This design comes from an exercise in tuning for small area, a short achievable clock period and few clock cycles on the open sky130 flow, not from production work. In this exercise RTL edits were held to simulation tests only and were not proved equivalent to the original.

--- design/flow/design.v ---
module lfsr(d, n);
input  [8:0] d;
output [8:0] n;
assign n = {d[7:0], d[1] ^ d[2] ^ d[3] ^ d[7]};
endmodule
module beetle_left_antenna(d1, d2, q1, q2, ra, rb);
input [17:0] d1, d2;
input q1, q2;
output [32:0] ra, rb;
wire s0, k0;
assign {k0, s0} = {1'b0, ~(d1[0] & d1[6])} + {1'b0, ~(d1[1] & d1[5])} + {1'b0, 1'b1};
wire s1, k1;
assign {k1, s1} = {1'b0, ~(d1[0] & d1[4])} + {1'b0, ~(d1[1] & d1[3])} + {1'b0, 1'b1};
wire s2, k2;
assign {k2, s2} = {1'b0, ~(d1[0] & d1[5])} + {1'b0, ~(d1[1] & d1[4])} + {1'b0, ~(d1[3] & ~d1[2])};
wire s3, k3;
assign {k3, s3} = {1'b0, ~(d1[2] & d1[4])} + {1'b0, ~(d1[3] & d1[2])} + {1'b0, s0};
wire [8:0] Alo = {1'b0, k2, k1, s1, ~(d1[0] & d1[3]), ~(d1[0] & d1[2]), ~(d1[1] & ~d1[0]), 1'b1, ~d1[0]} + {1'b0, s3, s2, ~(d1[2] & d1[1]), ~(d1[2] & ~d1[1]), ~(d1[1] & d1[0]), 1'b1, 1'b1, 1'b1} + 9'd1;
wire s4, k4;
assign {k4, s4} = {1'b0, ~(d2[0] & d2[6])} + {1'b0, ~(d2[1] & d2[5])} + {1'b0, 1'b1};
wire s5, k5;
assign {k5, s5} = {1'b0, ~(d2[0] & d2[4])} + {1'b0, ~(d2[1] & d2[3])} + {1'b0, 1'b1};
wire s6, k6;
assign {k6, s6} = {1'b0, ~(d2[0] & d2[5])} + {1'b0, ~(d2[1] & d2[4])} + {1'b0, ~(d2[3] & ~d2[2])};
wire s7, k7;
assign {k7, s7} = {1'b0, ~(d2[2] & d2[4])} + {1'b0, ~(d2[3] & d2[2])} + {1'b0, s4};
wire [8:0] Blo = {1'b0, k6, k5, s5, ~(d2[0] & d2[3]), ~(d2[0] & d2[2]), ~(d2[1] & ~d2[0]), 1'b1, ~d2[0]} + {1'b0, s7, s6, ~(d2[2] & d2[1]), ~(d2[2] & ~d2[1]), ~(d2[1] & d2[0]), 1'b1, 1'b1, 1'b1} + 9'd1;
wire s8, k8;
assign {k8, s8} = {1'b0, ~(d1[0] & d1[7])} + {1'b0, ~(d1[1] & d1[6])} + {1'b0, 1'b1};
wire s9, k9;
assign {k9, s9} = {1'b0, ~(d1[0] & d1[12])} + {1'b0, ~(d1[1] & d1[11])} + {1'b0, 1'b1};
wire s10, k10;
assign {k10, s10} = {1'b0, ~(d1[0] & d1[13])} + {1'b0, ~(d1[1] & d1[12])} + {1'b0, ~(d1[2] & d1[11])};
wire s11, k11;
assign {k11, s11} = {1'b0, ~(d1[0] & d1[14])} + {1'b0, ~(d1[1] & d1[13])} + {1'b0, ~(d1[2] & d1[12])};
wire s12, k12;
assign {k12, s12} = {1'b0, ~(d1[3] & d1[11])} + {1'b0, ~(d1[4] & d1[10])} + {1'b0, ~(d1[5] & d1[9])};
wire s13, k13;
assign {k13, s13} = {1'b0, ~(d1[0] & d1[15])} + {1'b0, ~(d1[1] & d1[14])} + {1'b0, ~(d1[2] & d1[13])};
wire s14, k14;
assign {k14, s14} = {1'b0, ~(d1[3] & d1[12])} + {1'b0, ~(d1[4] & d1[11])} + {1'b0, ~(d1[5] & d1[10])};
wire s15, k15;
assign {k15, s15} = {1'b0, ~(d1[6] & d1[9])} + {1'b0, ~(d1[8] & ~d1[7])} + {1'b0, 1'b1};
wire s16, k16;
assign {k16, s16} = {1'b0, ~(d1[0] & d1[16])} + {1'b0, ~(d1[1] & d1[15])} + {1'b0, ~(d1[2] & d1[14])};
wire s17, k17;
assign {k17, s17} = {1'b0, ~(d1[3] & d1[13])} + {1'b0, ~(d1[4] & d1[12])} + {1'b0, ~(d1[5] & d1[11])};
wire s18, k18;
assign {k18, s18} = {1'b0, ~(d1[6] & d1[10])} + {1'b0, ~(d1[7] & d1[9])} + {1'b0, ~(d1[8] & d1[7])};
wire s19, k19;
assign {k19, s19} = {1'b0, ~(d2[0] & d2[16])} + {1'b0, ~(d2[1] & d2[15])} + {1'b0, ~(d2[2] & d2[14])};
wire s20, k20;
assign {k20, s20} = {1'b0, ~(d1[1] & d1[16])} + {1'b0, ~(d1[2] & d1[15])} + {1'b0, ~(d1[3] & d1[14])};
wire s21, k21;
assign {k21, s21} = {1'b0, ~(d1[4] & d1[13])} + {1'b0, ~(d1[5] & d1[12])} + {1'b0, ~(d1[6] & d1[11])};
wire s22, k22;
assign {k22, s22} = {1'b0, ~(d1[7] & d1[10])} + {1'b0, ~(d1[9] & ~d1[8])} + {1'b0, (d1[17] & d1[0])};
wire s23, k23;
assign {k23, s23} = {1'b0, ~(d2[1] & d2[16])} + {1'b0, ~(d2[2] & d2[15])} + {1'b0, ~(d2[3] & d2[14])};
wire s24, k24;
assign {k24, s24} = {1'b0, ~(d2[4] & d2[13])} + {1'b0, ~(d2[5] & d2[12])} + {1'b0, 1'b1};
wire s25, k25;
assign {k25, s25} = {1'b0, 1'b0} + {1'b0, ~(d1[2] & d1[16])} + {1'b0, ~(d1[3] & d1[15])};
wire s26, k26;
assign {k26, s26} = {1'b0, ~(d1[4] & d1[14])} + {1'b0, ~(d1[5] & d1[13])} + {1'b0, ~(d1[6] & d1[12])};
wire s27, k27;
assign {k27, s27} = {1'b0, ~(d1[7] & d1[11])} + {1'b0, ~(d1[8] & d1[10])} + {1'b0, ~(d1[9] & d1[8])};
wire s28, k28;
assign {k28, s28} = {1'b0, (d1[17] & d1[1])} + {1'b0, ~(d2[2] & d2[16])} + {1'b0, ~(d2[3] & d2[15])};
wire s29, k29;
assign {k29, s29} = {1'b0, ~(d2[4] & d2[14])} + {1'b0, ~(d2[5] & d2[13])} + {1'b0, ~(d2[6] & d2[12])};
wire s30, k30;
assign {k30, s30} = {1'b0, ~(d2[7] & d2[11])} + {1'b0, ~(d2[8] & d2[10])} + {1'b0, 1'b1};
wire s31, k31;
assign {k31, s31} = {1'b0, ~(d1[3] & d1[16])} + {1'b0, ~(d1[4] & d1[15])} + {1'b0, ~(d1[5] & d1[14])};
wire s32, k32;
assign {k32, s32} = {1'b0, ~(d1[6] & d1[13])} + {1'b0, ~(d1[7] & d1[12])} + {1'b0, ~(d1[8] & d1[11])};
wire s33, k33;
assign {k33, s33} = {1'b0, ~(d1[10] & ~d1[9])} + {1'b0, (d1[17] & d1[2])} + {1'b0, ~(d2[3] & d2[16])};
wire s34, k34;
assign {k34, s34} = {1'b0, ~(d2[4] & d2[15])} + {1'b0, ~(d2[5] & d2[14])} + {1'b0, ~(d2[6] & d2[13])};
wire s35, k35;
assign {k35, s35} = {1'b0, ~(d2[7] & d2[12])} + {1'b0, ~(d2[8] & d2[11])} + {1'b0, 1'b1};
wire s36, k36;
assign {k36, s36} = {1'b0, ~(d1[4] & d1[16])} + {1'b0, ~(d1[5] & d1[15])} + {1'b0, ~(d1[6] & d1[14])};
wire s37, k37;
assign {k37, s37} = {1'b0, ~(d1[7] & d1[13])} + {1'b0, ~(d1[8] & d1[12])} + {1'b0, ~(d1[9] & d1[11])};
wire s38, k38;
assign {k38, s38} = {1'b0, ~(d1[10] & d1[9])} + {1'b0, (d1[17] & d1[3])} + {1'b0, ~(d2[4] & d2[16])};
wire s39, k39;
assign {k39, s39} = {1'b0, ~(d2[5] & d2[15])} + {1'b0, ~(d2[6] & d2[14])} + {1'b0, ~(d2[7] & d2[13])};
wire s40, k40;
assign {k40, s40} = {1'b0, ~(d1[5] & d1[16])} + {1'b0, ~(d1[6] & d1[15])} + {1'b0, ~(d1[7] & d1[14])};
wire s41, k41;
assign {k41, s41} = {1'b0, ~(d1[8] & d1[13])} + {1'b0, ~(d1[9] & d1[12])} + {1'b0, ~(d1[11] & ~d1[10])};
wire s42, k42;
assign {k42, s42} = {1'b0, (d1[17] & d1[4])} + {1'b0, ~(d2[5] & d2[16])} + {1'b0, 1'b1};
wire s43, k43;
assign {k43, s43} = {1'b0, ~(d1[6] & d1[16])} + {1'b0, ~(d1[7] & d1[15])} + {1'b0, ~(d1[8] & d1[14])};
wire s44, k44;
assign {k44, s44} = {1'b0, ~(d1[9] & d1[13])} + {1'b0, ~(d1[10] & d1[12])} + {1'b0, ~(d1[11] & d1[10])};
wire s45, k45;
assign {k45, s45} = {1'b0, ~(d1[7] & d1[16])} + {1'b0, ~(d1[8] & d1[15])} + {1'b0, 1'b1};
wire s46, k46;
assign {k46, s46} = {1'b0, ~(d1[2] & d1[5])} + {1'b0, ~(d1[4] & ~d1[3])} + {1'b0, ~(d2[0] & d2[7])};
wire s47, k47;
assign {k47, s47} = {1'b0, ~(d2[1] & d2[6])} + {1'b0, ~(d2[2] & d2[5])} + {1'b0, ~(d2[4] & ~d2[3])};
wire s48, k48;
assign {k48, s48} = {1'b0, ~(d1[0] & d1[8])} + {1'b0, ~(d1[1] & d1[7])} + {1'b0, ~(d1[2] & d1[6])};
wire s49, k49;
assign {k49, s49} = {1'b0, ~(d1[3] & d1[5])} + {1'b0, ~(d1[4] & d1[3])} + {1'b0, ~(d2[0] & d2[8])};
wire s50, k50;
assign {k50, s50} = {1'b0, ~(d1[0] & d1[9])} + {1'b0, ~(d1[1] & d1[8])} + {1'b0, ~(d1[2] & d1[7])};
wire s51, k51;
assign {k51, s51} = {1'b0, ~(d1[3] & d1[6])} + {1'b0, ~(d1[5] & ~d1[4])} + {1'b0, 1'b1};
wire s52, k52;
assign {k52, s52} = {1'b0, ~(d1[0] & d1[10])} + {1'b0, ~(d1[1] & d1[9])} + {1'b0, ~(d1[2] & d1[8])};
wire s53, k53;
assign {k53, s53} = {1'b0, ~(d1[3] & d1[7])} + {1'b0, ~(d1[4] & d1[6])} + {1'b0, ~(d1[5] & d1[4])};
wire s54, k54;
assign {k54, s54} = {1'b0, ~(d2[0] & d2[10])} + {1'b0, ~(d2[1] & d2[9])} + {1'b0, 1'b1};
wire s55, k55;
assign {k55, s55} = {1'b0, ~(d1[0] & d1[11])} + {1'b0, ~(d1[1] & d1[10])} + {1'b0, ~(d1[2] & d1[9])};
wire s56, k56;
assign {k56, s56} = {1'b0, ~(d1[3] & d1[8])} + {1'b0, ~(d1[4] & d1[7])} + {1'b0, ~(d1[6] & ~d1[5])};
wire s57, k57;
assign {k57, s57} = {1'b0, ~(d2[0] & d2[11])} + {1'b0, ~(d2[1] & d2[10])} + {1'b0, ~(d2[2] & d2[9])};
wire s58, k58;
assign {k58, s58} = {1'b0, ~(d1[2] & d1[10])} + {1'b0, ~(d1[3] & d1[9])} + {1'b0, ~(d1[4] & d1[8])};
wire s59, k59;
assign {k59, s59} = {1'b0, ~(d1[5] & d1[7])} + {1'b0, ~(d1[6] & d1[5])} + {1'b0, ~(d2[0] & d2[12])};
wire s60, k60;
assign {k60, s60} = {1'b0, ~(d2[1] & d2[11])} + {1'b0, ~(d2[2] & d2[10])} + {1'b0, ~(d2[3] & d2[9])};
wire s61, k61;
assign {k61, s61} = {1'b0, ~(d2[4] & d2[8])} + {1'b0, ~(d2[5] & d2[7])} + {1'b0, 1'b1};
wire s62, k62;
assign {k62, s62} = {1'b0, ~(d1[3] & d1[10])} + {1'b0, ~(d1[4] & d1[9])} + {1'b0, ~(d1[5] & d1[8])};
wire s63, k63;
assign {k63, s63} = {1'b0, ~(d1[7] & ~d1[6])} + {1'b0, ~(d2[0] & d2[13])} + {1'b0, ~(d2[1] & d2[12])};
wire s64, k64;
assign {k64, s64} = {1'b0, ~(d2[2] & d2[11])} + {1'b0, ~(d2[3] & d2[10])} + {1'b0, ~(d2[4] & d2[9])};
wire s65, k65;
assign {k65, s65} = {1'b0, ~(d2[5] & d2[8])} + {1'b0, ~(d2[7] & ~d2[6])} + {1'b0, k9};
wire s66, k66;
assign {k66, s66} = {1'b0, ~(d1[6] & d1[8])} + {1'b0, ~(d1[7] & d1[6])} + {1'b0, ~(d2[0] & d2[14])};
wire s67, k67;
assign {k67, s67} = {1'b0, ~(d2[1] & d2[13])} + {1'b0, ~(d2[2] & d2[12])} + {1'b0, ~(d2[3] & d2[11])};
wire s68, k68;
assign {k68, s68} = {1'b0, ~(d2[4] & d2[10])} + {1'b0, ~(d2[5] & d2[9])} + {1'b0, ~(d2[6] & d2[8])};
wire s69, k69;
assign {k69, s69} = {1'b0, ~(d2[7] & d2[6])} + {1'b0, k10} + {1'b0, s11};
wire s70, k70;
assign {k70, s70} = {1'b0, ~(d2[0] & d2[15])} + {1'b0, ~(d2[1] & d2[14])} + {1'b0, ~(d2[2] & d2[13])};
wire s71, k71;
assign {k71, s71} = {1'b0, ~(d2[3] & d2[12])} + {1'b0, ~(d2[4] & d2[11])} + {1'b0, ~(d2[5] & d2[10])};
wire s72, k72;
assign {k72, s72} = {1'b0, ~(d2[6] & d2[9])} + {1'b0, ~(d2[8] & ~d2[7])} + {1'b0, k11};
wire s73, k73;
assign {k73, s73} = {1'b0, k12} + {1'b0, s13} + {1'b0, s14};
wire s74, k74;
assign {k74, s74} = {1'b0, ~(d2[3] & d2[13])} + {1'b0, ~(d2[4] & d2[12])} + {1'b0, ~(d2[5] & d2[11])};
wire s75, k75;
assign {k75, s75} = {1'b0, ~(d2[6] & d2[10])} + {1'b0, ~(d2[7] & d2[9])} + {1'b0, ~(d2[8] & d2[7])};
wire s76, k76;
assign {k76, s76} = {1'b0, k13} + {1'b0, k14} + {1'b0, k15};
wire s77, k77;
assign {k77, s77} = {1'b0, s16} + {1'b0, s17} + {1'b0, s18};
wire s78, k78;
assign {k78, s78} = {1'b0, ~(d2[6] & d2[11])} + {1'b0, ~(d2[7] & d2[10])} + {1'b0, ~(d2[9] & ~d2[8])};
wire s79, k79;
assign {k79, s79} = {1'b0, (d2[17] & d2[0])} + {1'b0, k16} + {1'b0, k17};
wire s80, k80;
assign {k80, s80} = {1'b0, k18} + {1'b0, k19} + {1'b0, s20};
wire s81, k81;
assign {k81, s81} = {1'b0, s21} + {1'b0, s22} + {1'b0, s23};
wire s82, k82;
assign {k82, s82} = {1'b0, ~(d2[9] & d2[8])} + {1'b0, (d2[17] & d2[1])} + {1'b0, k20};
wire s83, k83;
assign {k83, s83} = {1'b0, k21} + {1'b0, k22} + {1'b0, k23};
wire s84, k84;
assign {k84, s84} = {1'b0, k24} + {1'b0, s25} + {1'b0, s26};
wire s85, k85;
assign {k85, s85} = {1'b0, s27} + {1'b0, s28} + {1'b0, s29};
wire s86, k86;
assign {k86, s86} = {1'b0, ~(d2[10] & ~d2[9])} + {1'b0, (d2[17] & d2[2])} + {1'b0, k25};
wire s87, k87;
assign {k87, s87} = {1'b0, k26} + {1'b0, k27} + {1'b0, k28};
wire s88, k88;
assign {k88, s88} = {1'b0, k29} + {1'b0, k30} + {1'b0, s31};
wire s89, k89;
assign {k89, s89} = {1'b0, s32} + {1'b0, s33} + {1'b0, s34};
wire s90, k90;
assign {k90, s90} = {1'b0, ~(d2[8] & d2[12])} + {1'b0, ~(d2[9] & d2[11])} + {1'b0, ~(d2[10] & d2[9])};
wire s91, k91;
assign {k91, s91} = {1'b0, (d2[17] & d2[3])} + {1'b0, k31} + {1'b0, k32};
wire s92, k92;
assign {k92, s92} = {1'b0, k33} + {1'b0, k34} + {1'b0, k35};
wire s93, k93;
assign {k93, s93} = {1'b0, s36} + {1'b0, s37} + {1'b0, s38};
wire s94, k94;
assign {k94, s94} = {1'b0, ~(d2[6] & d2[15])} + {1'b0, ~(d2[7] & d2[14])} + {1'b0, ~(d2[8] & d2[13])};
wire s95, k95;
assign {k95, s95} = {1'b0, ~(d2[9] & d2[12])} + {1'b0, ~(d2[11] & ~d2[10])} + {1'b0, (d2[17] & d2[4])};
wire s96, k96;
assign {k96, s96} = {1'b0, k36} + {1'b0, k37} + {1'b0, k38};
wire s97, k97;
assign {k97, s97} = {1'b0, k39} + {1'b0, s40} + {1'b0, s41};
wire s98, k98;
assign {k98, s98} = {1'b0, (d1[17] & d1[5])} + {1'b0, ~(d2[6] & d2[16])} + {1'b0, ~(d2[7] & d2[15])};
wire s99, k99;
assign {k99, s99} = {1'b0, ~(d2[8] & d2[14])} + {1'b0, ~(d2[9] & d2[13])} + {1'b0, ~(d2[10] & d2[12])};
wire s100, k100;
assign {k100, s100} = {1'b0, ~(d2[11] & d2[10])} + {1'b0, (d2[17] & d2[5])} + {1'b0, k40};
wire s101, k101;
assign {k101, s101} = {1'b0, k41} + {1'b0, k42} + {1'b0, s43};
wire s102, k102;
assign {k102, s102} = {1'b0, ~(d1[9] & d1[14])} + {1'b0, ~(d1[10] & d1[13])} + {1'b0, ~(d1[12] & ~d1[11])};
wire s103, k103;
assign {k103, s103} = {1'b0, (d1[17] & d1[6])} + {1'b0, ~(d2[7] & d2[16])} + {1'b0, ~(d2[8] & d2[15])};
wire s104, k104;
assign {k104, s104} = {1'b0, ~(d2[9] & d2[14])} + {1'b0, ~(d2[10] & d2[13])} + {1'b0, ~(d2[12] & ~d2[11])};
wire s105, k105;
assign {k105, s105} = {1'b0, (d2[17] & d2[6])} + {1'b0, k43} + {1'b0, k44};
wire s106, k106;
assign {k106, s106} = {1'b0, ~(d1[8] & d1[16])} + {1'b0, ~(d1[9] & d1[15])} + {1'b0, ~(d1[10] & d1[14])};
wire s107, k107;
assign {k107, s107} = {1'b0, ~(d1[11] & d1[13])} + {1'b0, ~(d1[12] & d1[11])} + {1'b0, (d1[17] & d1[7])};
wire s108, k108;
assign {k108, s108} = {1'b0, ~(d2[8] & d2[16])} + {1'b0, ~(d2[9] & d2[15])} + {1'b0, ~(d2[10] & d2[14])};
wire s109, k109;
assign {k109, s109} = {1'b0, ~(d2[11] & d2[13])} + {1'b0, ~(d2[12] & d2[11])} + {1'b0, (d2[17] & d2[7])};
wire s110, k110;
assign {k110, s110} = {1'b0, ~(d1[9] & d1[16])} + {1'b0, ~(d1[10] & d1[15])} + {1'b0, ~(d1[11] & d1[14])};
wire s111, k111;
assign {k111, s111} = {1'b0, ~(d1[13] & ~d1[12])} + {1'b0, (d1[17] & d1[8])} + {1'b0, ~(d2[9] & d2[16])};
wire s112, k112;
assign {k112, s112} = {1'b0, ~(d2[10] & d2[15])} + {1'b0, ~(d2[11] & d2[14])} + {1'b0, 1'b1};
wire s113, k113;
assign {k113, s113} = {1'b0, ~(d1[10] & d1[16])} + {1'b0, ~(d1[11] & d1[15])} + {1'b0, ~(d1[12] & d1[14])};
wire s114, k114;
assign {k114, s114} = {1'b0, ~(d1[13] & d1[12])} + {1'b0, (d1[17] & d1[9])} + {1'b0, ~(d2[10] & d2[16])};
wire s115, k115;
assign {k115, s115} = {1'b0, ~(d1[11] & d1[16])} + {1'b0, ~(d1[12] & d1[15])} + {1'b0, 1'b1};
wire s116, k116;
assign {k116, s116} = {1'b0, k0} + {1'b0, k4} + {1'b0, s46};
wire s117, k117;
assign {k117, s117} = {1'b0, s47} + {1'b0, s8} + {1'b0, 1'b1};
wire s118, k118;
assign {k118, s118} = {1'b0, ~(d2[1] & d2[7])} + {1'b0, ~(d2[2] & d2[6])} + {1'b0, ~(d2[3] & d2[5])};
wire s119, k119;
assign {k119, s119} = {1'b0, ~(d2[4] & d2[3])} + {1'b0, k46} + {1'b0, k47};
wire s120, k120;
assign {k120, s120} = {1'b0, k8} + {1'b0, s48} + {1'b0, 1'b1};
wire s121, k121;
assign {k121, s121} = {1'b0, ~(d2[0] & d2[9])} + {1'b0, ~(d2[1] & d2[8])} + {1'b0, ~(d2[2] & d2[7])};
wire s122, k122;
assign {k122, s122} = {1'b0, ~(d2[3] & d2[6])} + {1'b0, ~(d2[5] & ~d2[4])} + {1'b0, k48};
wire s123, k123;
assign {k123, s123} = {1'b0, k49} + {1'b0, s50} + {1'b0, s51};
wire s124, k124;
assign {k124, s124} = {1'b0, ~(d2[2] & d2[8])} + {1'b0, ~(d2[3] & d2[7])} + {1'b0, ~(d2[4] & d2[6])};
wire s125, k125;
assign {k125, s125} = {1'b0, ~(d2[5] & d2[4])} + {1'b0, k50} + {1'b0, k51};
wire s126, k126;
assign {k126, s126} = {1'b0, s52} + {1'b0, s53} + {1'b0, s54};
wire s127, k127;
assign {k127, s127} = {1'b0, ~(d2[3] & d2[8])} + {1'b0, ~(d2[4] & d2[7])} + {1'b0, ~(d2[6] & ~d2[5])};
wire s128, k128;
assign {k128, s128} = {1'b0, k52} + {1'b0, k53} + {1'b0, k54};
wire s129, k129;
assign {k129, s129} = {1'b0, s55} + {1'b0, s56} + {1'b0, s57};
wire s130, k130;
assign {k130, s130} = {1'b0, ~(d2[6] & d2[5])} + {1'b0, k55} + {1'b0, k56};
wire s131, k131;
assign {k131, s131} = {1'b0, k57} + {1'b0, s58} + {1'b0, s59};
wire s132, k132;
assign {k132, s132} = {1'b0, s60} + {1'b0, s61} + {1'b0, s9};
wire s133, k133;
assign {k133, s133} = {1'b0, k58} + {1'b0, k59} + {1'b0, k60};
wire s134, k134;
assign {k134, s134} = {1'b0, k61} + {1'b0, s62} + {1'b0, s63};
wire s135, k135;
assign {k135, s135} = {1'b0, s64} + {1'b0, s10} + {1'b0, s65};
wire s136, k136;
assign {k136, s136} = {1'b0, k62} + {1'b0, k63} + {1'b0, k64};
wire s137, k137;
assign {k137, s137} = {1'b0, s66} + {1'b0, s67} + {1'b0, s68};
wire s138, k138;
assign {k138, s138} = {1'b0, s12} + {1'b0, k65} + {1'b0, s69};
wire s139, k139;
assign {k139, s139} = {1'b0, k66} + {1'b0, k67} + {1'b0, k68};
wire s140, k140;
assign {k140, s140} = {1'b0, s70} + {1'b0, s71} + {1'b0, s15};
wire s141, k141;
assign {k141, s141} = {1'b0, k69} + {1'b0, s72} + {1'b0, s73};
wire s142, k142;
assign {k142, s142} = {1'b0, k70} + {1'b0, k71} + {1'b0, s74};
wire s143, k143;
assign {k143, s143} = {1'b0, s75} + {1'b0, s19} + {1'b0, k72};
wire s144, k144;
assign {k144, s144} = {1'b0, k73} + {1'b0, s76} + {1'b0, s77};
wire s145, k145;
assign {k145, s145} = {1'b0, k74} + {1'b0, k75} + {1'b0, s78};
wire s146, k146;
assign {k146, s146} = {1'b0, s24} + {1'b0, k76} + {1'b0, k77};
wire s147, k147;
assign {k147, s147} = {1'b0, s79} + {1'b0, s80} + {1'b0, s81};
wire s148, k148;
assign {k148, s148} = {1'b0, k78} + {1'b0, s30} + {1'b0, k79};
wire s149, k149;
assign {k149, s149} = {1'b0, k80} + {1'b0, k81} + {1'b0, s82};
wire s150, k150;
assign {k150, s150} = {1'b0, s83} + {1'b0, s84} + {1'b0, s85};
wire s151, k151;
assign {k151, s151} = {1'b0, s35} + {1'b0, k82} + {1'b0, k83};
wire s152, k152;
assign {k152, s152} = {1'b0, k84} + {1'b0, k85} + {1'b0, s86};
wire s153, k153;
assign {k153, s153} = {1'b0, s87} + {1'b0, s88} + {1'b0, s89};
wire s154, k154;
assign {k154, s154} = {1'b0, s90} + {1'b0, s39} + {1'b0, k86};
wire s155, k155;
assign {k155, s155} = {1'b0, k87} + {1'b0, k88} + {1'b0, k89};
wire s156, k156;
assign {k156, s156} = {1'b0, s91} + {1'b0, s92} + {1'b0, s93};
wire s157, k157;
assign {k157, s157} = {1'b0, k90} + {1'b0, s94} + {1'b0, s95};
wire s158, k158;
assign {k158, s158} = {1'b0, s42} + {1'b0, k91} + {1'b0, k92};
wire s159, k159;
assign {k159, s159} = {1'b0, k93} + {1'b0, s96} + {1'b0, s97};
wire s160, k160;
assign {k160, s160} = {1'b0, k94} + {1'b0, k95} + {1'b0, s98};
wire s161, k161;
assign {k161, s161} = {1'b0, s99} + {1'b0, s44} + {1'b0, k96};
wire s162, k162;
assign {k162, s162} = {1'b0, k97} + {1'b0, s100} + {1'b0, s101};
wire s163, k163;
assign {k163, s163} = {1'b0, k98} + {1'b0, k99} + {1'b0, s102};
wire s164, k164;
assign {k164, s164} = {1'b0, s103} + {1'b0, s104} + {1'b0, s45};
wire s165, k165;
assign {k165, s165} = {1'b0, k100} + {1'b0, k101} + {1'b0, s105};
wire s166, k166;
assign {k166, s166} = {1'b0, k102} + {1'b0, k103} + {1'b0, k104};
wire s167, k167;
assign {k167, s167} = {1'b0, k45} + {1'b0, s106} + {1'b0, s107};
wire s168, k168;
assign {k168, s168} = {1'b0, s108} + {1'b0, s109} + {1'b0, k105};
wire s169, k169;
assign {k169, s169} = {1'b0, ~(d2[13] & ~d2[12])} + {1'b0, (d2[17] & d2[8])} + {1'b0, k106};
wire s170, k170;
assign {k170, s170} = {1'b0, k107} + {1'b0, k108} + {1'b0, k109};
wire s171, k171;
assign {k171, s171} = {1'b0, s110} + {1'b0, s111} + {1'b0, s112};
wire s172, k172;
assign {k172, s172} = {1'b0, ~(d2[11] & d2[15])} + {1'b0, ~(d2[12] & d2[14])} + {1'b0, ~(d2[13] & d2[12])};
wire s173, k173;
assign {k173, s173} = {1'b0, (d2[17] & d2[9])} + {1'b0, k110} + {1'b0, k111};
wire s174, k174;
assign {k174, s174} = {1'b0, k112} + {1'b0, s113} + {1'b0, s114};
wire s175, k175;
assign {k175, s175} = {1'b0, ~(d1[14] & ~d1[13])} + {1'b0, (d1[17] & d1[10])} + {1'b0, ~(d2[11] & d2[16])};
wire s176, k176;
assign {k176, s176} = {1'b0, ~(d2[12] & d2[15])} + {1'b0, ~(d2[14] & ~d2[13])} + {1'b0, (d2[17] & d2[10])};
wire s177, k177;
assign {k177, s177} = {1'b0, k113} + {1'b0, k114} + {1'b0, s115};
wire s178, k178;
assign {k178, s178} = {1'b0, ~(d1[12] & d1[16])} + {1'b0, ~(d1[13] & d1[15])} + {1'b0, ~(d1[14] & d1[13])};
wire s179, k179;
assign {k179, s179} = {1'b0, (d1[17] & d1[11])} + {1'b0, ~(d2[12] & d2[16])} + {1'b0, ~(d2[13] & d2[15])};
wire s180, k180;
assign {k180, s180} = {1'b0, ~(d2[14] & d2[13])} + {1'b0, (d2[17] & d2[11])} + {1'b0, k115};
wire s181, k181;
assign {k181, s181} = {1'b0, ~(d1[13] & d1[16])} + {1'b0, ~(d1[15] & ~d1[14])} + {1'b0, (d1[17] & d1[12])};
wire s182, k182;
assign {k182, s182} = {1'b0, ~(d2[13] & d2[16])} + {1'b0, ~(d2[15] & ~d2[14])} + {1'b0, 1'b1};
wire s183, k183;
assign {k183, s183} = {1'b0, ~(d1[14] & d1[16])} + {1'b0, ~(d1[15] & d1[14])} + {1'b0, (d1[17] & d1[13])};
wire s184, k184;
assign {k184, s184} = {1'b0, k3} + {1'b0, k7} + {1'b0, s116};
wire s185, k185;
assign {k185, s185} = {1'b0, s118} + {1'b0, s49} + {1'b0, k116};
wire s186, k186;
assign {k186, s186} = {1'b0, k117} + {1'b0, s119} + {1'b0, 1'b1};
wire s187, k187;
assign {k187, s187} = {1'b0, k118} + {1'b0, s121} + {1'b0, k119};
wire s188, k188;
assign {k188, s188} = {1'b0, k120} + {1'b0, s122} + {1'b0, s123};
wire s189, k189;
assign {k189, s189} = {1'b0, k121} + {1'b0, s124} + {1'b0, k122};
wire s190, k190;
assign {k190, s190} = {1'b0, k123} + {1'b0, s125} + {1'b0, s126};
wire s191, k191;
assign {k191, s191} = {1'b0, k124} + {1'b0, s127} + {1'b0, k125};
wire s192, k192;
assign {k192, s192} = {1'b0, k126} + {1'b0, s128} + {1'b0, s129};
wire s193, k193;
assign {k193, s193} = {1'b0, k127} + {1'b0, k128} + {1'b0, k129};
wire s194, k194;
assign {k194, s194} = {1'b0, s130} + {1'b0, s131} + {1'b0, s132};
wire s195, k195;
assign {k195, s195} = {1'b0, k130} + {1'b0, k131} + {1'b0, k132};
wire s196, k196;
assign {k196, s196} = {1'b0, s133} + {1'b0, s134} + {1'b0, s135};
wire s197, k197;
assign {k197, s197} = {1'b0, k133} + {1'b0, k134} + {1'b0, s136};
wire s198, k198;
assign {k198, s198} = {1'b0, s137} + {1'b0, k135} + {1'b0, s138};
wire s199, k199;
assign {k199, s199} = {1'b0, k136} + {1'b0, k137} + {1'b0, s139};
wire s200, k200;
assign {k200, s200} = {1'b0, s140} + {1'b0, k138} + {1'b0, s141};
wire s201, k201;
assign {k201, s201} = {1'b0, k139} + {1'b0, k140} + {1'b0, s142};
wire s202, k202;
assign {k202, s202} = {1'b0, s143} + {1'b0, k141} + {1'b0, s144};
wire s203, k203;
assign {k203, s203} = {1'b0, k142} + {1'b0, s145} + {1'b0, k143};
wire s204, k204;
assign {k204, s204} = {1'b0, s146} + {1'b0, k144} + {1'b0, s147};
wire s205, k205;
assign {k205, s205} = {1'b0, k145} + {1'b0, k146} + {1'b0, s148};
wire s206, k206;
assign {k206, s206} = {1'b0, s149} + {1'b0, k147} + {1'b0, s150};
wire s207, k207;
assign {k207, s207} = {1'b0, k148} + {1'b0, k149} + {1'b0, s151};
wire s208, k208;
assign {k208, s208} = {1'b0, s152} + {1'b0, k150} + {1'b0, s153};
wire s209, k209;
assign {k209, s209} = {1'b0, k151} + {1'b0, k152} + {1'b0, s154};
wire s210, k210;
assign {k210, s210} = {1'b0, s155} + {1'b0, k153} + {1'b0, s156};
wire s211, k211;
assign {k211, s211} = {1'b0, s157} + {1'b0, k154} + {1'b0, k155};
wire s212, k212;
assign {k212, s212} = {1'b0, s158} + {1'b0, k156} + {1'b0, s159};
wire s213, k213;
assign {k213, s213} = {1'b0, k157} + {1'b0, s160} + {1'b0, k158};
wire s214, k214;
assign {k214, s214} = {1'b0, s161} + {1'b0, k159} + {1'b0, s162};
wire s215, k215;
assign {k215, s215} = {1'b0, k160} + {1'b0, s163} + {1'b0, s164};
wire s216, k216;
assign {k216, s216} = {1'b0, k161} + {1'b0, s165} + {1'b0, k162};
wire s217, k217;
assign {k217, s217} = {1'b0, k163} + {1'b0, k164} + {1'b0, s166};
wire s218, k218;
assign {k218, s218} = {1'b0, s167} + {1'b0, k165} + {1'b0, s168};
wire s219, k219;
assign {k219, s219} = {1'b0, k166} + {1'b0, k167} + {1'b0, s169};
wire s220, k220;
assign {k220, s220} = {1'b0, s170} + {1'b0, s171} + {1'b0, k168};
wire s221, k221;
assign {k221, s221} = {1'b0, s172} + {1'b0, k169} + {1'b0, k170};
wire s222, k222;
assign {k222, s222} = {1'b0, k171} + {1'b0, s173} + {1'b0, s174};
wire s223, k223;
assign {k223, s223} = {1'b0, k172} + {1'b0, s175} + {1'b0, s176};
wire s224, k224;
assign {k224, s224} = {1'b0, k173} + {1'b0, k174} + {1'b0, s177};
wire s225, k225;
assign {k225, s225} = {1'b0, k175} + {1'b0, k176} + {1'b0, s178};
wire s226, k226;
assign {k226, s226} = {1'b0, s179} + {1'b0, k177} + {1'b0, s180};
wire s227, k227;
assign {k227, s227} = {1'b0, (d2[17] & d2[12])} + {1'b0, k178} + {1'b0, k179};
wire s228, k228;
assign {k228, s228} = {1'b0, s181} + {1'b0, s182} + {1'b0, k180};
wire s229, k229;
assign {k229, s229} = {1'b0, ~(d2[14] & d2[16])} + {1'b0, ~(d2[15] & d2[14])} + {1'b0, (d2[17] & d2[13])};
wire s230, k230;
assign {k230, s230} = {1'b0, k181} + {1'b0, k182} + {1'b0, s183};
wire s231, k231;
assign {k231, s231} = {1'b0, ~(d1[16] & ~d1[15])} + {1'b0, (d1[17] & d1[14])} + {1'b0, ~(d2[16] & ~d2[15])};
wire s232, k232;
assign {k232, s232} = {1'b0, (d2[17] & d2[14])} + {1'b0, k183} + {1'b0, 1'b1};
wire s233, k233;
assign {k233, s233} = {1'b0, ~(d1[16] & d1[15])} + {1'b0, (d1[17] & d1[15])} + {1'b0, ~(d2[16] & d2[15])};
wire s234, k234;
assign {k234, s234} = {1'b0, (d2[17] & d2[15])} + {1'b0, ~(q1 & d1[0])} + {1'b0, ~(q2 & d2[0])};
wire s235, k235;
assign {k235, s235} = {1'b0, ~d1[17]} + {1'b0, ~d2[17]} + {1'b0, (d1[17] & d1[16])};
wire s236, k236;
assign {k236, s236} = {1'b0, (d2[17] & d2[16])} + {1'b0, ~(q1 & d1[1])} + {1'b0, ~(q2 & d2[1])};
wire s237, k237;
assign {k237, s237} = {1'b0, s117} + {1'b0, s184} + {1'b0, 1'b1};
wire s238, k238;
assign {k238, s238} = {1'b0, s120} + {1'b0, s185} + {1'b0, s186};
wire s239, k239;
assign {k239, s239} = {1'b0, k185} + {1'b0, k186} + {1'b0, s187};
wire s240, k240;
assign {k240, s240} = {1'b0, k187} + {1'b0, s189} + {1'b0, k188};
wire s241, k241;
assign {k241, s241} = {1'b0, k189} + {1'b0, s191} + {1'b0, k190};
wire s242, k242;
assign {k242, s242} = {1'b0, k191} + {1'b0, s193} + {1'b0, k192};
wire s243, k243;
assign {k243, s243} = {1'b0, k193} + {1'b0, s195} + {1'b0, k194};
wire s244, k244;
assign {k244, s244} = {1'b0, k195} + {1'b0, s197} + {1'b0, k196};
wire s245, k245;
assign {k245, s245} = {1'b0, k197} + {1'b0, s199} + {1'b0, k198};
wire s246, k246;
assign {k246, s246} = {1'b0, k199} + {1'b0, s201} + {1'b0, k200};
wire s247, k247;
assign {k247, s247} = {1'b0, k201} + {1'b0, s203} + {1'b0, k202};
wire s248, k248;
assign {k248, s248} = {1'b0, k203} + {1'b0, s205} + {1'b0, k204};
wire s249, k249;
assign {k249, s249} = {1'b0, k205} + {1'b0, s207} + {1'b0, k206};
wire s250, k250;
assign {k250, s250} = {1'b0, k207} + {1'b0, s209} + {1'b0, k208};
wire s251, k251;
assign {k251, s251} = {1'b0, k209} + {1'b0, s211} + {1'b0, k210};
wire s252, k252;
assign {k252, s252} = {1'b0, k211} + {1'b0, s213} + {1'b0, k212};
wire s253, k253;
assign {k253, s253} = {1'b0, s215} + {1'b0, k213} + {1'b0, k214};
wire s254, k254;
assign {k254, s254} = {1'b0, s217} + {1'b0, k215} + {1'b0, k216};
wire s255, k255;
assign {k255, s255} = {1'b0, k217} + {1'b0, s219} + {1'b0, s220};
wire s256, k256;
assign {k256, s256} = {1'b0, k219} + {1'b0, s221} + {1'b0, s222};
wire s257, k257;
assign {k257, s257} = {1'b0, s223} + {1'b0, k221} + {1'b0, k222};
wire s258, k258;
assign {k258, s258} = {1'b0, k223} + {1'b0, s225} + {1'b0, s226};
wire s259, k259;
assign {k259, s259} = {1'b0, k225} + {1'b0, s227} + {1'b0, k226};
wire s260, k260;
assign {k260, s260} = {1'b0, s229} + {1'b0, k227} + {1'b0, s230};
wire s261, k261;
assign {k261, s261} = {1'b0, k229} + {1'b0, s231} + {1'b0, k230};
wire s262, k262;
assign {k262, s262} = {1'b0, k231} + {1'b0, s233} + {1'b0, s234};
wire s263, k263;
assign {k263, s263} = {1'b0, k233} + {1'b0, s235} + {1'b0, k234};
wire s264, k264;
assign {k264, s264} = {1'b0, ~(q1 & d1[2])} + {1'b0, ~(q2 & d2[2])} + {1'b0, k235};
wire s265, k265;
assign {k265, s265} = {1'b0, 1'b0} + {1'b0, ~(q1 & d1[3])} + {1'b0, 1'b1};
wire s266, k266;
assign {k266, s266} = {1'b0, 1'b0} + {1'b0, ~(q1 & d1[4])} + {1'b0, 1'b1};
wire s267, k267;
assign {k267, s267} = {1'b0, 1'b0} + {1'b0, ~(q1 & d1[5])} + {1'b0, 1'b1};
wire s268, k268;
assign {k268, s268} = {1'b0, 1'b0} + {1'b0, ~(q1 & d1[6])} + {1'b0, 1'b1};
wire s269, k269;
assign {k269, s269} = {1'b0, Alo[8]} + {1'b0, Blo[8]} + {1'b0, 1'b1};
wire s270, k270;
assign {k270, s270} = {1'b0, k184} + {1'b0, k237} + {1'b0, s238};
wire s271, k271;
assign {k271, s271} = {1'b0, s188} + {1'b0, k238} + {1'b0, s239};
wire s272, k272;
assign {k272, s272} = {1'b0, s190} + {1'b0, k239} + {1'b0, s240};
wire s273, k273;
assign {k273, s273} = {1'b0, s192} + {1'b0, k240} + {1'b0, s241};
wire s274, k274;
assign {k274, s274} = {1'b0, s194} + {1'b0, k241} + {1'b0, s242};
wire s275, k275;
assign {k275, s275} = {1'b0, k242} + {1'b0, s196} + {1'b0, s243};
wire s276, k276;
assign {k276, s276} = {1'b0, k243} + {1'b0, s198} + {1'b0, s244};
wire s277, k277;
assign {k277, s277} = {1'b0, s200} + {1'b0, k244} + {1'b0, s245};
wire s278, k278;
assign {k278, s278} = {1'b0, s202} + {1'b0, k245} + {1'b0, s246};
wire s279, k279;
assign {k279, s279} = {1'b0, s204} + {1'b0, k246} + {1'b0, s247};
wire s280, k280;
assign {k280, s280} = {1'b0, s206} + {1'b0, k247} + {1'b0, s248};
wire s281, k281;
assign {k281, s281} = {1'b0, s208} + {1'b0, k248} + {1'b0, s249};
wire s282, k282;
assign {k282, s282} = {1'b0, s210} + {1'b0, k249} + {1'b0, s250};
wire s283, k283;
assign {k283, s283} = {1'b0, s212} + {1'b0, k250} + {1'b0, s251};
wire s284, k284;
assign {k284, s284} = {1'b0, s214} + {1'b0, k251} + {1'b0, s252};
wire s285, k285;
assign {k285, s285} = {1'b0, s216} + {1'b0, k252} + {1'b0, s253};
wire s286, k286;
assign {k286, s286} = {1'b0, s218} + {1'b0, k253} + {1'b0, s254};
wire s287, k287;
assign {k287, s287} = {1'b0, k218} + {1'b0, k254} + {1'b0, s255};
wire s288, k288;
assign {k288, s288} = {1'b0, k220} + {1'b0, s256} + {1'b0, k255};
wire s289, k289;
assign {k289, s289} = {1'b0, s224} + {1'b0, k256} + {1'b0, s257};
wire s290, k290;
assign {k290, s290} = {1'b0, k224} + {1'b0, k257} + {1'b0, s258};
wire s291, k291;
assign {k291, s291} = {1'b0, s228} + {1'b0, s259} + {1'b0, k258};
wire s292, k292;
assign {k292, s292} = {1'b0, k228} + {1'b0, s260} + {1'b0, k259};
wire s293, k293;
assign {k293, s293} = {1'b0, s232} + {1'b0, s261} + {1'b0, k260};
wire s294, k294;
assign {k294, s294} = {1'b0, k232} + {1'b0, s262} + {1'b0, k261};
wire s295, k295;
assign {k295, s295} = {1'b0, s236} + {1'b0, k262} + {1'b0, s263};
wire s296, k296;
assign {k296, s296} = {1'b0, k236} + {1'b0, s264} + {1'b0, k263};
wire s297, k297;
assign {k297, s297} = {1'b0, ~(q2 & d2[3])} + {1'b0, s265} + {1'b0, k264};
wire s298, k298;
assign {k298, s298} = {1'b0, ~(q2 & d2[4])} + {1'b0, k265} + {1'b0, s266};
wire s299, k299;
assign {k299, s299} = {1'b0, ~(q2 & d2[5])} + {1'b0, k266} + {1'b0, s267};
wire s300, k300;
assign {k300, s300} = {1'b0, ~(q2 & d2[6])} + {1'b0, k267} + {1'b0, s268};
wire s301, k301;
assign {k301, s301} = {1'b0, 1'b0} + {1'b0, k268} + {1'b0, 1'b1};
assign ra = ~{k300, k299, k298, k297, k296, k295, k294, k293, k292, k291, k290, k289, k288, k287, k286, k285, k284, k283, k282, k281, k280, k279, k278, k277, k276, k275, k274, k273, k272, k271, k270, k269, s269};
assign rb = ~{s301, s300, s299, s298, s297, s296, s295, s294, s293, s292, s291, s290, s289, s288, s287, s286, s285, s284, s283, s282, s281, s280, s279, s278, s277, s276, s275, s274, s273, s272, s271, s270, s237};
endmodule
module beetle_compare(al, bl, ar, br, gt);
input [32:0] al, bl, ar, br;
output gt;
wire [31:0] a = {~al[31], al[30:0]};
wire [31:0] b = bl[31:0];
wire [31:0] c = ~{~ar[31], ar[30:0]};
wire [31:0] e = ~br[31:0];
wire [32:0] tl = {1'b0, a} + {1'b0, b};
wire [32:0] tr = {1'b0, ~c} + {1'b0, br[31:0]};
wire [31:0] x1 = a ^ b;
wire [31:0] x2 = c ^ e;
wire [31:0] x = x1 ^ x2;
wire [31:0] co;
wire [31:0] ci = {co[30:0], 1'b1};
genvar i;
generate for (i = 0; i < 32; i = i + 1) begin : cmp4
  assign co[i] = x1[i] ? c[i] : a[i];
end endgenerate
wire [31:0] xs = x ^ ci;
wire [31:0] xk = {x[30:0] & ci[30:0] | ~x[30:0] & e[30:0], 1'b0};
wire k31 = x[31] ? ci[31] : e[31];
wire [32:0] ts = {1'b0, xs} + {1'b0, xk};
assign gt = ~(ts[32] ^ k31 ^ co[31] ^ tl[32] ^ tr[32]);
endmodule
module beetle_right_antenna(dir, sense, s3, step);
input  [8:0]  dir;
input  [12:0] sense;
input  [14:0] s3;
output [13:0] step;
wire [15:0] s1 = {3'b000, sense};
wire [15:0] s2 = {2'b00, sense, 1'b0};
wire [15:0] t3 = {1'b0, s3};
wire [15:0] s4 = {1'b0, sense, 2'b00};
wire [3:0] g0 = {dir[2:0], 1'b0};
wire [3:0] g1 = dir[5:2];
wire [3:0] g2 = dir[8:5];
wire [15:0] r0, r1, r2;
wire n0, n1, n2;
beetle_booth_row b0(g0, s1, s2, t3, s4, r0, n0);
beetle_booth_row b1(g1, s1, s2, t3, s4, r1, n1);
beetle_booth_row b2(g2, s1, s2, t3, s4, r2, n2);
wire [21:0] p = {{6{n0}}, r0} + {{3{n1}}, r1, 3'd0} + {r2, 6'd0}
              + {15'd0, n2, 2'b00, n1, 2'b00, n0};
assign step = p[21:8];
endmodule
module beetle_booth_row(g, s1, s2, s3, s4, r, n);
input  [3:0]  g;
input  [15:0] s1, s2, s3, s4;
output [15:0] r;
output n;
wire [2:0] a = g[3] ? ~g[2:0] : g[2:0];
wire m1 = ~a[2] & (a[1] ^ a[0]);
wire m2 = ~a[2] & a[1] & a[0] | a[2] & ~a[1] & ~a[0];
wire m3 = a[2] & (a[1] ^ a[0]);
wire m4 = a[2] & a[1] & a[0];
wire [15:0] mag = {16{m1}} & s1 | {16{m2}} & s2 | {16{m3}} & s3 | {16{m4}} & s4;
assign r = g[3] ? ~mag : mag;
assign n = g[3];
endmodule
module beetle_position(mx, my, nx, ny, d1, d2, q1, q2);
parameter NB = 0;
input  [15:0] mx, my;
input  signed [13:0] nx, ny;
output [17:0] d1, d2;
output q1, q2;
wire [15:0] fx = {{2{nx[13]}}, nx};
wire [15:0] fy = {{2{ny[13]}}, ny};
wire [15:0] ax = NB ? mx - fx : mx + fx;
wire [15:0] ay = NB ? my - fy : my + fy;
assign d1 = {2'b00, ax} + {ay[15], ay, 1'b0} - 18'd1792;
assign d2 = {ax[15], ax, 1'b0} + {2'b00, ay} - 18'd1280;
assign q1 = ay[15];
assign q2 = ax[15];
endmodule
module bas(clock,reset,load, seed_x,seed_y,iterations,x,y,x_extreme,y_extreme,out_value,done );
    input clock,reset,load;
    input [8:0] seed_x,seed_y;
    input [8:0] iterations;
    input [15:0] x,y;
    output signed [15:0] x_extreme,y_extreme;
    output signed [39:0] out_value;
    output reg done;
    reg [15:0] x_curr, y_curr;           
    reg signed [13:0] step_x, step_y;    
    reg signed [13:0] step_nx, step_ny;  
    reg [17:0] dl1, dl2, dr1, dr2;       
    reg ql1, ql2, qr1, qr2;              
    reg [32:0] value_curr;               
    reg [8:0] dir_x, dir_y;              
    reg [12:0] sense;                    
    reg [8:0] remain;
    reg run;
    reg first;                           
    reg [15:0] x_best, y_best;
    reg [32:0] value_best;
    reg value_init;                      
    wire [32:0] al, bl, ar, br;
    beetle_left_antenna ol(dl1, dl2, ql1, ql2, al, bl);
    beetle_left_antenna or_(dr1, dr2, qr1, qr2, ar, br);
    wire go_right;
    beetle_compare cmp(al, bl, ar, br, go_right);
    wire [32:0] odour_l = al + bl;
    wire [32:0] odour_r = ar + br;
    wire [15:0] x_l = x_curr + {{2{step_x[13]}}, step_x};
    wire [15:0] y_l = y_curr + {{2{step_y[13]}}, step_y};
    wire [15:0] x_r = x_curr - {{2{step_x[13]}}, step_x};
    wire [15:0] y_r = y_curr - {{2{step_y[13]}}, step_y};
    wire [17:0] ell1, ell2, elr1, elr2, erl1, erl2, err1, err2;
    wire qll1, qll2, qlr1, qlr2, qrl1, qrl2, qrr1, qrr2;
    beetle_position #(0) pll(x_l, y_l, step_nx, step_ny, ell1, ell2, qll1, qll2);
    beetle_position #(1) plr(x_l, y_l, step_nx, step_ny, elr1, elr2, qlr1, qlr2);
    beetle_position #(0) prl(x_r, y_r, step_nx, step_ny, erl1, erl2, qrl1, qrl2);
    beetle_position #(1) prr(x_r, y_r, step_nx, step_ny, err1, err2, qrr1, qrr2);
    wire signed [13:0] mul_x, mul_y;
    wire [14:0] sense3 = {2'b00, sense} + {1'b0, sense, 1'b0};
    beetle_right_antenna mulx(dir_x, sense, sense3, mul_x);
    beetle_right_antenna muly(dir_y, sense, sense3, mul_y);
    wire [8:0] dir_x_n, dir_y_n, seed_x_n, seed_y_n;
    lfsr lx(dir_x, dir_x_n);
    lfsr ly(dir_y, dir_y_n);
    lfsr lsx(seed_x, seed_x_n);
    lfsr lsy(seed_y, seed_y_n);
    assign x_extreme = x_best;
    assign y_extreme = y_best;
    assign out_value = {4'b0, {3{value_init}}, value_best};
    always @(posedge clock) begin
        if (reset) begin
            x_curr <= x;
            y_curr <= y;
            dl1 <= 18'd0;
            dl2 <= 18'd0;
            dr1 <= 18'd0;
            dr2 <= 18'd0;
            ql1 <= 1'b0;
            ql2 <= 1'b0;
            qr1 <= 1'b0;
            qr2 <= 1'b0;
            step_x <= 14'd0;
            step_y <= 14'd0;
            step_nx <= 14'd0;
            step_ny <= 14'd0;
            dir_x <= 9'd0;
            dir_y <= 9'd0;
        end else begin
            if (go_right) begin
                x_curr <= x_r;
                y_curr <= y_r;
                dl1 <= erl1;
                dl2 <= erl2;
                dr1 <= err1;
                dr2 <= err2;
                ql1 <= qrl1;
                ql2 <= qrl2;
                qr1 <= qrr1;
                qr2 <= qrr2;
            end else begin
                x_curr <= x_l;
                y_curr <= y_l;
                dl1 <= ell1;
                dl2 <= ell2;
                dr1 <= elr1;
                dr2 <= elr2;
                ql1 <= qll1;
                ql2 <= qll2;
                qr1 <= qlr1;
                qr2 <= qlr2;
            end
            step_x <= step_nx;
            step_y <= step_ny;
            if (load) begin
                step_nx <= {{5{seed_x[8]}}, seed_x} + {{2{seed_x[8]}}, seed_x, 3'b000} + {seed_x[8], seed_x, 4'b0000};
                step_ny <= {{5{seed_y[8]}}, seed_y} + {{2{seed_y[8]}}, seed_y, 3'b000} + {seed_y[8], seed_y, 4'b0000};
                dir_x <= seed_x_n;
                dir_y <= seed_y_n;
            end else begin
                step_nx <= mul_x;
                step_ny <= mul_y;
                dir_x <= dir_x_n;
                dir_y <= dir_y_n;
            end
        end
        value_curr <= go_right ? odour_r : odour_l;
        if (reset)
            sense <= 13'd6400;
        else if (load)
            sense <= 13'd6375;
        else
            sense <= sense - {8'd0, sense[12:8]} - {12'd0, sense[7:0] != 8'd0};
        if (reset) begin
            run <= 1'b0;
            done <= 1'b0;
            x_best <= 16'd0;
            y_best <= 16'd0;
            value_best <= {33{1'b1}};
            value_init <= 1'b1;
        end else if (load) begin
            remain <= iterations;
            first <= 1'b1;
            run <= iterations != 9'd0;
            done <= iterations == 9'd0;
        end else if (run) begin
            remain <= remain - 9'd1;
            first <= 1'b0;
            if (remain == 9'd0) begin
                run <= 1'b0;
                done <= 1'b1;
            end
            if (!first && value_curr < value_best) begin
                x_best <= x_curr;
                y_best <= y_curr;
                value_best <= value_curr;
                value_init <= 1'b0;
            end
        end
    end
endmodule
--- design/flow/flow/run.sh ---
#!/bin/bash
# The standard layout, with timing repair aiming for 21 ns of setup slack
# at the design's clock period (over-fixing, as SETUP_SLACK_MARGIN does),
# on the worst 20% of endpoints.
set -euo pipefail
bash standard.sh SETUP_SLACK_MARGIN=21 TNS_END_PERCENT=20 finish > orfs_make.log 2>&1
--- design/flow/standard.sh ---
#!/bin/bash
# synth_recipe.tcl (not shown) runs the flow's synth.tcl, then flattens the netlist and writes it again
# the make line also repeats each setting of config.mk as NAME=value (left out here)
make -C /OpenROAD-flow-scripts/flow DESIGN_CONFIG=/design/flow/config.mk WORK_HOME=/design/flow/orfs CLKGATE_MAP_FILE= SYNTH_SCRIPT=/design/flow/synth_recipe.tcl "${@:-finish}"
--- design/flow/config.mk ---
export PLATFORM = sky130hd
export DESIGN_NAME = bas
export DESIGN_NICKNAME = bas
export VERILOG_FILES = /design/flow/design.v
export SDC_FILE = /design/flow/constraint.sdc
export NUM_CORES = 8
export LEC_CHECK = 0
export CAP_MARGIN = 20
export CORE_MARGIN = 2
export CORE_UTILIZATION = 45
export SLEW_MARGIN = 20
--- design/flow/constraint.sdc ---
create_clock -name core_clock -period 27.0 [get_ports {clock}]
set_input_delay 5.4000 -clock core_clock [delete_from_list [all_inputs] [get_ports {clock}]]
set_output_delay 5.4000 -clock core_clock [all_outputs]
set_load 0.01 [all_outputs]
==> results of run 1 <==
placed cells by master (no fill, tap or decap), types with 21 or more instances in the layout:
cell type / Yosys / routed
sky130_fd_sc_hd__o21a_1: 22 / 22
sky130_fd_sc_hd__dfxtp_1: 296 / 223
sky130_fd_sc_hd__inv_1: 662 / 649
sky130_fd_sc_hd__and2_1: 545 / 540
sky130_fd_sc_hd__fa_1: 585 / 511
sky130_fd_sc_hd__nand2b_1: 82 / 80
sky130_fd_sc_hd__a211oi_1: 28 / 23
sky130_fd_sc_hd__a31oi_1: 34 / 31
sky130_fd_sc_hd__nor3_1: 71 / 68
sky130_fd_sc_hd__a221oi_1: 24 / 22
sky130_fd_sc_hd__nand3_1: 62 / 59
sky130_fd_sc_hd__a21o_1: 139 / 138
sky130_fd_sc_hd__nor2_1: 421 / 414
sky130_fd_sc_hd__buf_12: 0 / 24
sky130_fd_sc_hd__or3_1: 21 / 21
sky130_fd_sc_hd__a222oi_1: 41 / 41
sky130_fd_sc_hd__buf_4: 10 / 214
sky130_fd_sc_hd__o21bai_1: 77 / 75
sky130_fd_sc_hd__buf_6: 0 / 22
sky130_fd_sc_hd__ha_1: 758 / 712
sky130_fd_sc_hd__dfxtp_4: 0 / 69
sky130_fd_sc_hd__xnor2_1: 368 / 353
sky130_fd_sc_hd__xor2_1: 193 / 174
sky130_fd_sc_hd__o21ai_0: 252 / 228
sky130_fd_sc_hd__nor2b_1: 90 / 86
sky130_fd_sc_hd__a21oi_2: 1 / 27
sky130_fd_sc_hd__o211ai_1: 65 / 65
sky130_fd_sc_hd__clkdlybuf4s50_1: 0 / 112
sky130_fd_sc_hd__a21oi_1: 403 / 372
sky130_fd_sc_hd__fa_2: 0 / 74
sky130_fd_sc_hd__ha_4: 0 / 39
sky130_fd_sc_hd__nand2_1: 432 / 427
sky130_fd_sc_hd__clkbuf_16: 0 / 50
sky130_fd_sc_hd__mux2i_1: 184 / 172
final cells by class:
| type | count | area [µm²] |
|---|---|---|
| Fill cell | 11270 | 58000 |
| Multi-Input combinational cell | 5197 | 47400 |
| Sequential cell | 306 | 6490 |
| Timing Repair Buffer | 414 | 4260 |
| Inverter | 663 | 2490 |
| Tap cell | 1625 | 2030 |
| Clock buffer | 56 | 1170 |
| Clock inverter | 21 | 274 |
state kept, by name, summed over array words and instances, names as in the netlist, 9 cells and up:
name / flops
dir_x: 9
dir_y: 9
dl1: 18
dl2: 18
dr1: 18
dr2: 18
remain: 9
sense: 13
step_nx: 14
step_ny: 14
step_x: 14
step_y: 14
value_best: 33
value_curr: 33
x_best: 16
x_curr: 16
y_best: 16
y_curr: 16
metrics by stage:
stage	area [µm²]	hold slack, ns
after detailed placement	58400	0.475
final	64200	0.485
after global placement	58400	0.468
after floorplan	56400	0.436
after CTS	62400	0.489
after global routing	64200	0.511
cells by family after synthesis:
| group | after synthesis | synth area share, % |
|---|---|---|
| fa+ha+maj | 1344 | 38.1 |
| mux | 205 | 3.74 |
| xor+xnor | 566 | 9.01 |
| simple gates | 1819 | 16.5 |
| compound gates | 1259 | 14.7 |
| other cells | 1 | 0.00675 |
| flops | 306 | 11.2 |
| buf+inv | 978 | 6.73 |
worst max path at each step:
stage	start	end	slack (ns)	cells after the start
after floorplan	seed_y[0]	step_ny[10]	19.52	13
after global placement	dl2[4]	dr2[0]	17.81	26
after detailed placement	dl2[4]	dr2[0]	17.75	26
after CTS	seed_y[0]	step_ny[10]	19.56	14
after global routing	dl1[14]	dr2[17]	19.27	29
final	dl1[10]	value_curr[30]	19.43	29
per-layer routing:
metal	share of wire (%)	global-route usage, %	up-vias
met5	0.0076	0	-
met4	5.3	12.8	2
met3	6.0	3.97	357
met2	48	49.2	1511
met1	41	35.3	22862
li1	-	-	21861
worst max-delay path, delay by kind of cell (launching register included):
kind / cells / cell delay [ns]
xor gates and xnor gates: 4 / 0.76
buffers and inverters: 9 / 1.12
DFF: 1 / 0.41
muxes: 1 / 0.33
and+or+nand+nor: 3 / 0.21
adders and majority gates: 8 / 3.57
AOI/OAI and AO/OA: 4 / 1.05
what timing repair did:
action | CTS | global route
buffers inserted | 148 | 78
gates resized for setup | 314 | 238
setup endpoints to repair | 358 | 381
pin swaps | 60 | 116
cloned | 13 | 9
==> parameters.txt, run 1 <==
Parameter                              Value

Timing
  Max Clock Freq ... 0.132 GHz
  Setup Skew ... ~0.057 ns
  Worst slew margin relative to its limit ... between 20% and 30%
  Final setup viols ... 0
  Final cycle utilization of the critical path ... 28.0%
  Tmin final ... 7.57 ns
  Setup TNS Final ... 0 ns
  Final max-slew violation count ... 0
  Final worst setup slack ... about 20 ns
  Transition time at the pin with the least slew margin ... 1.06 ns
  RSZ-0062 raised after global routing ... yes
  Total count of hold-check failures in the final report ... 0

Global routing
  Total global routing overflow ... 0
  Antenna violations before repair ... 2
  Number of global-route vias before repair ... around 47k
  First-pass GRT wire length ... 278,000 µm
  Global Route Usage Sum ... between 20% and 30%
  Maximum number of pins on one net before global-route repair ... 155

Synth
  Cell types occupying the most area after synthesis ... sky130_fd_sc_hd__fa_1 21%, sky130_fd_sc_hd__ha_1 17%, sky130_fd_sc_hd__dfxtp_1 11%
  Total number of yosys warnings ... 1
  Post-synthesis register bit count ... 306
  Portion of synthesized cell area occupied by the leading cell type ... 21.1%
  Top-count cell post-synth ... sky130_fd_sc_hd__ha_1
  Commonest cells in the netlist ... 758 x sky130_fd_sc_hd__ha_1, 662 x sky130_fd_sc_hd__inv_1, 585 x sky130_fd_sc_hd__fa_1
  Post-synthesis instance total ... 6,478
  Area leader, netlist ... sky130_fd_sc_hd__fa_1
  Top FF cell, synth ... sky130_fd_sc_hd__dfxtp_1
  Syn avg cell area ... 8.58 µm²
  Synth async-reset ratio ... 0%
  Count of distinct cell types in the synthesized netlist ... 89
  Number of enable flip-flop cells after synthesis ... 10
  Register area share after synthesis ... ~11%
  Post-synthesis instance area ... between 0.05 and 0.06 mm²

Floorplan
  Initial cell density of the core ... 45.5%
  Core Rows ... 128
  Total die area ... 0.126 mm²
  Vertical extent of the die ... 355 µm
  Io pins ... 135
  Die Width ... 355 µm
  Area of the core ... 0.122 mm²

Layout
  Antenna fix cells ... 0
  Fraction of final layout cells sized beyond drive strength 1 ... 11.9%
  Net total in the final layout ... ~8.0k
  Utilization after layout ... 52.5%
  Number of standard cells in the layout, taps in and fillers out ... 8,282
  Layout Area Growth over Synthesis ... 15.4%

Worst setup path
  Cell type of the slowest stage on the worst timing path ... sky130_fd_sc_hd__fa_2
  Type of the worst setup path ... reg -> reg
  Largest stage delay, worst path ... 0.61 ns
  Worst setup SP type ... flop
  Endpoint of the worst-slack reg-to-reg timing path ... value_curr[30]
  Highest fanout seen on the critical path ... 8
  Worst endpoint required time ... 27.53 ns
  Category of the worst setup path capture point ... flop
  Launch instance of the worst register-to-register path ... dl1[10]
  Reg-to-reg slack, setup ... ~19 ns
  Data arrival time of the critical path ... 8.10 ns
  Most frequent cell on the critical path ... sky130_fd_sc_hd__fa_2
  R2R depth ... 29

Clocking
  Root buffer cell ... sky130_fd_sc_hd__clkbuf_16
  Clock insertion delay at the later pin of the skew report ... 0.66 ns
  Maximum level of the CTS H-tree ... 2
  CTS tree ... built
  Total of hold buffers inserted after clock tree synthesis ... 0
  # clock sinks ... 306
  Clock buffers created by TritonCTS ... 43
  Clock transition at the register clock pins on the worst setup and hold paths after CTS ... 0.06 ns
  Max clock buf depth ... 3

Status
  Status ... complete, no violations

Run
  Max-cap violation count ... 0

Hold path
  Source of the worst hold timing path ... value_curr[32]
  Worst Hold Path Cells ... 2
  Worst min-delay path category ... reg -> reg
  Worst hold path endpoint ... value_best[32]

Place
  Worst slack at placement ... 17.75 ns
  Final weighted congestion of routability-driven global placement ... between 0.9 and 1
  Number of cells after detailed placement ... 7,957
  HPWL after DPL ... 137,000 µm
  IO Port Bufs ... 130

Detailed routing
  WL final ... 185,000 µm
  First-pass iteration count of the detailed router ... 12
  Number of DRC violations after detailed-routing iteration 0 ... 3,580
  Total number of vias ... 46.6k
  WL per Instance ... approximately 22 µm
  DR DRC count ... 0
  Vias per std cell ... 5.63
  DRT antenna net count ... 0
Testbench counts, summed over its fixed seeds: cycles 49,176.
==> run 2: changes to the inputs <==
--- a/design/flow/config.mk
+++ b/design/flow/config.mk
@@ -5,6 +5,7 @@
 export SDC_FILE = /design/flow/constraint.sdc
 export NUM_CORES = 8
 export LEC_CHECK = 0
+export ABC_AREA = 1
 export CAP_MARGIN = 20
 export CORE_MARGIN = 2
 export CORE_UTILIZATION = 45
==> run 2 against run 1 <==
Compared with the run above: still clean on timing, DRC and antenna; fmax up 6.9%; die area rose by 4.8%; non-clock buffer count grew 78; sequential share of layout area decreased by 0.70 points; register-to-register slack better by 0.66 ns.
==> parameters.txt, run 2 <==
Parameter                              Value

Layout
  Leading registers by flop count ... value_best x33, value_curr x33
  Antenna fix cells ... 0
  Net total in the final layout ... 9,847
  Number of standard cells in the layout, taps in and fillers out ... around 10k
  Fraction of final layout cells sized beyond drive strength 1 ... 12.8%
  Filler cell count in the final layout ... 12.5k
  Highest-count cells in the layout ignoring fill and taps ... 1,636 x sky130_fd_sc_hd__inv_1, 1,586 x sky130_fd_sc_hd__nand2_1, 697 x sky130_fd_sc_hd__ha_1

Place
  Number of cells after detailed placement ... 9,807
  Worst slack at placement ... around 18 ns
  IO Port Bufs ... 130

Hold path
  Worst min-delay path category ... reg -> reg
  Worst Hold Path Cells ... 2

Worst setup path
  Launch instance of the worst register-to-register path ... dl1[8]
  Largest stage delay, worst path ... ~0.5 ns
  Category of the worst setup path capture point ... flop
  Highest fanout seen on the critical path ... 3
  Count of buffering cells on the critical path with inverters included ... 3
  Type of the worst setup path ... in -> reg
  Reg-to-reg slack, setup ... between 20 and 25 ns
  Endpoint of the worst-slack reg-to-reg timing path ... y_curr[8]
  Worst setup SP type ... input pin
  Worst endpoint required time ... 27.56 ns
  Data arrival time of the critical path ... 7.64 ns

Detailed routing
  DR DRC count ... 0
  WL final ... roughly 220,000 µm
  Vias per std cell ... 5.42
  WL per Instance ... 22.0 µm
  Total number of vias ... 55.3k
  DRT antenna net count ... 0

Synth
  Post-synthesis simple-gate area fraction ... 18.2%
  Register area share after synthesis ... 10.7%
  Top-count cell post-synth ... sky130_fd_sc_hd__inv_1
  Post-synthesis instance total ... 8,236
  Total number of yosys warnings ... 1
  Syn avg cell area ... 7.08 µm²
  Arithmetic-cell share of the synthesized area counting full adders, half adders and majority gates ... 36.4%
  Synth Area in XOR/XNOR ... 7.69%
  Combinational family with the most area after synthesis ... adder cells
  Area leader, netlist ... sky130_fd_sc_hd__fa_1
  Number of enable flip-flop cells after synthesis ... 10
  Count of distinct cell types in the synthesized netlist ... 70
  Synth async-reset ratio ... 0%
  Portion of synthesized cell area occupied by the leading cell type ... 20.1%
  Top FF cell, synth ... sky130_fd_sc_hd__dfxtp_1

Timing
  Setup TNS Final ... 0 ns
  Final cycle utilization of the critical path ... 26.2%
  Final max-slew violation count ... 0
  Total count of hold-check failures in the final report ... 0
  Setup Skew ... between 0.03 and 0.04 ns
  Tmin final ... 7.08 ns
  Worst slew margin relative to its limit ... 35.3%
  Final worst setup slack ... 19.92 ns

Global routing
  First-pass GRT wire length ... 334,000 µm
  Global Route Usage Sum ... 33.2%
  Number of global-route vias before repair ... about 56k
  Total global routing overflow ... 0
  Maximum number of pins on one net before global-route repair ... 70

Clocking
  Clock buffers created by TritonCTS ... 44
  CTS tree ... built
  # clock sinks ... approximately 300
  Clock insertion delay at the later pin of the skew report ... 0.65 ns
  Clock transition at the register clock pins on the worst setup and hold paths after CTS ... ~0.06 ns
  Total of hold buffers inserted after clock tree synthesis ... 0

Floorplan
  Area of the core ... between 0.1 and 0.15 mm²
  Total die area ... 0.132 mm²
  Io pins ... roughly 140
  Vertical extent of the die ... around 360 µm
  Die Width ... around 360 µm
  Initial cell density of the core ... 45.2%

Status
  Status ... complete, no violations
-- run 2: cell type report --
cell class	instances	area, µm²	share of cell area [%]
timing repair buffer	492	5320	7.69
inverter	1698	6460	9.35
multi-input combinational	5895	47000	68.0
tap	1742	2180	3.15
sequential	306	6510	9.42
clock inverter	22	309	0.447
timing repair inverter	5	81.3	0.118
clock buffer	60	1240	1.80
-- run 2: per-stage QoR --
stage,hold slack (ns),util (%)
floorplan,0.444,-
global placement,0.459,47.3
detailed placement,0.466,47.3
CTS,0.480,51.6
global route,0.501,53.6
finish,0.476,53.6
-- run 2: cells by family (layout without fill, tap and decap cells) --
| family | count (synthesis) | in the layout |
|---|---|---|
| xor+xnor | 512 | 512 |
| mux | 8 | 8 |
| simple gates | 2625 | 2628 |
| other cells | 1 | 4 |
| flops | 306 | 306 |
| buf+inv | 2041 | 2277 |
| fa+ha+maj | 1343 | 1343 |
| compound gates | 1400 | 1400 |
-- run 2: timing repair --
item,in CTS,in global routing
setup endpoints to repair,354,365
cloned,24,10
resized for setup,624,392
setup buffers,201,96
pin swaps,168,185
-- run 2: layer usage --
metal | routed length (µm) | GRT usage [%]
met1 | 90500 | 40.9
met2 | 105000 | 56.3
met3 | 15400 | 4.90
met4 | 13500 | 16.9
met5 | 21 | 0
-- run 2: worst max path at each step --
stage	cells after the start	from	end
after floorplan	13	seed_x[0]	step_nx[12]
after global placement	32	dl2[4]	value_curr[2]
after detailed placement	32	dl2[4]	dr2[3]
after CTS	16	seed_x[2]	step_nx[11]
after global routing	16	seed_y[1]	step_ny[11]
final	16	seed_y[1]	step_ny[11]
-- run 2: worst register-to-register path: cells and delay by family (launching register included) --
| family | cells | cell delay (ns) |
|---|---|---|
| adders and majority gates | 8 | 3.48 |
| and+or+nand+nor | 16 | 1.60 |
| buffers and inverters | 9 | 0.96 |
| DFF | 1 | 0.42 |
| muxes | 1 | 0.29 |
| AOI/OAI and AO/OA | 1 | 0.06 |

==> re-timing with driven ports <==
How much do the figures lean on ideal ports? The routed layouts below were timed once more, with nothing changed but the port constraints. Step 1 sets driving cells, clkbuf_16 on the clock port and buf_2 on the other inputs (assumed; they add their load-dependent delay and slew). Step 2 adds t to the input delays and takes it off the output delays; t is the mean of the earliest and latest rising clock arrival at the registers after step 1. Input paths then give back, and output paths get back, about the clock's delay inside the block. Three values: ideal, step 1, step 2; two values: the first two.
run	t (ns)	setup slack, ns	worst setup path after step 2	clock arrival spread, ns	pins driven straight from the clock port
run 1	0.701	19.428 / 19.428 / 18.960	input to register	0.058 / 0.057	1
run 2	0.712	19.918 / 19.917 / 19.231	input to register	0.038 / 0.037	1
After both steps every run listed still meets setup and hold. For run 2, which loses most, drivers alone change the setup slack by -0.001 ns; drivers and shift together by -0.687 ns.
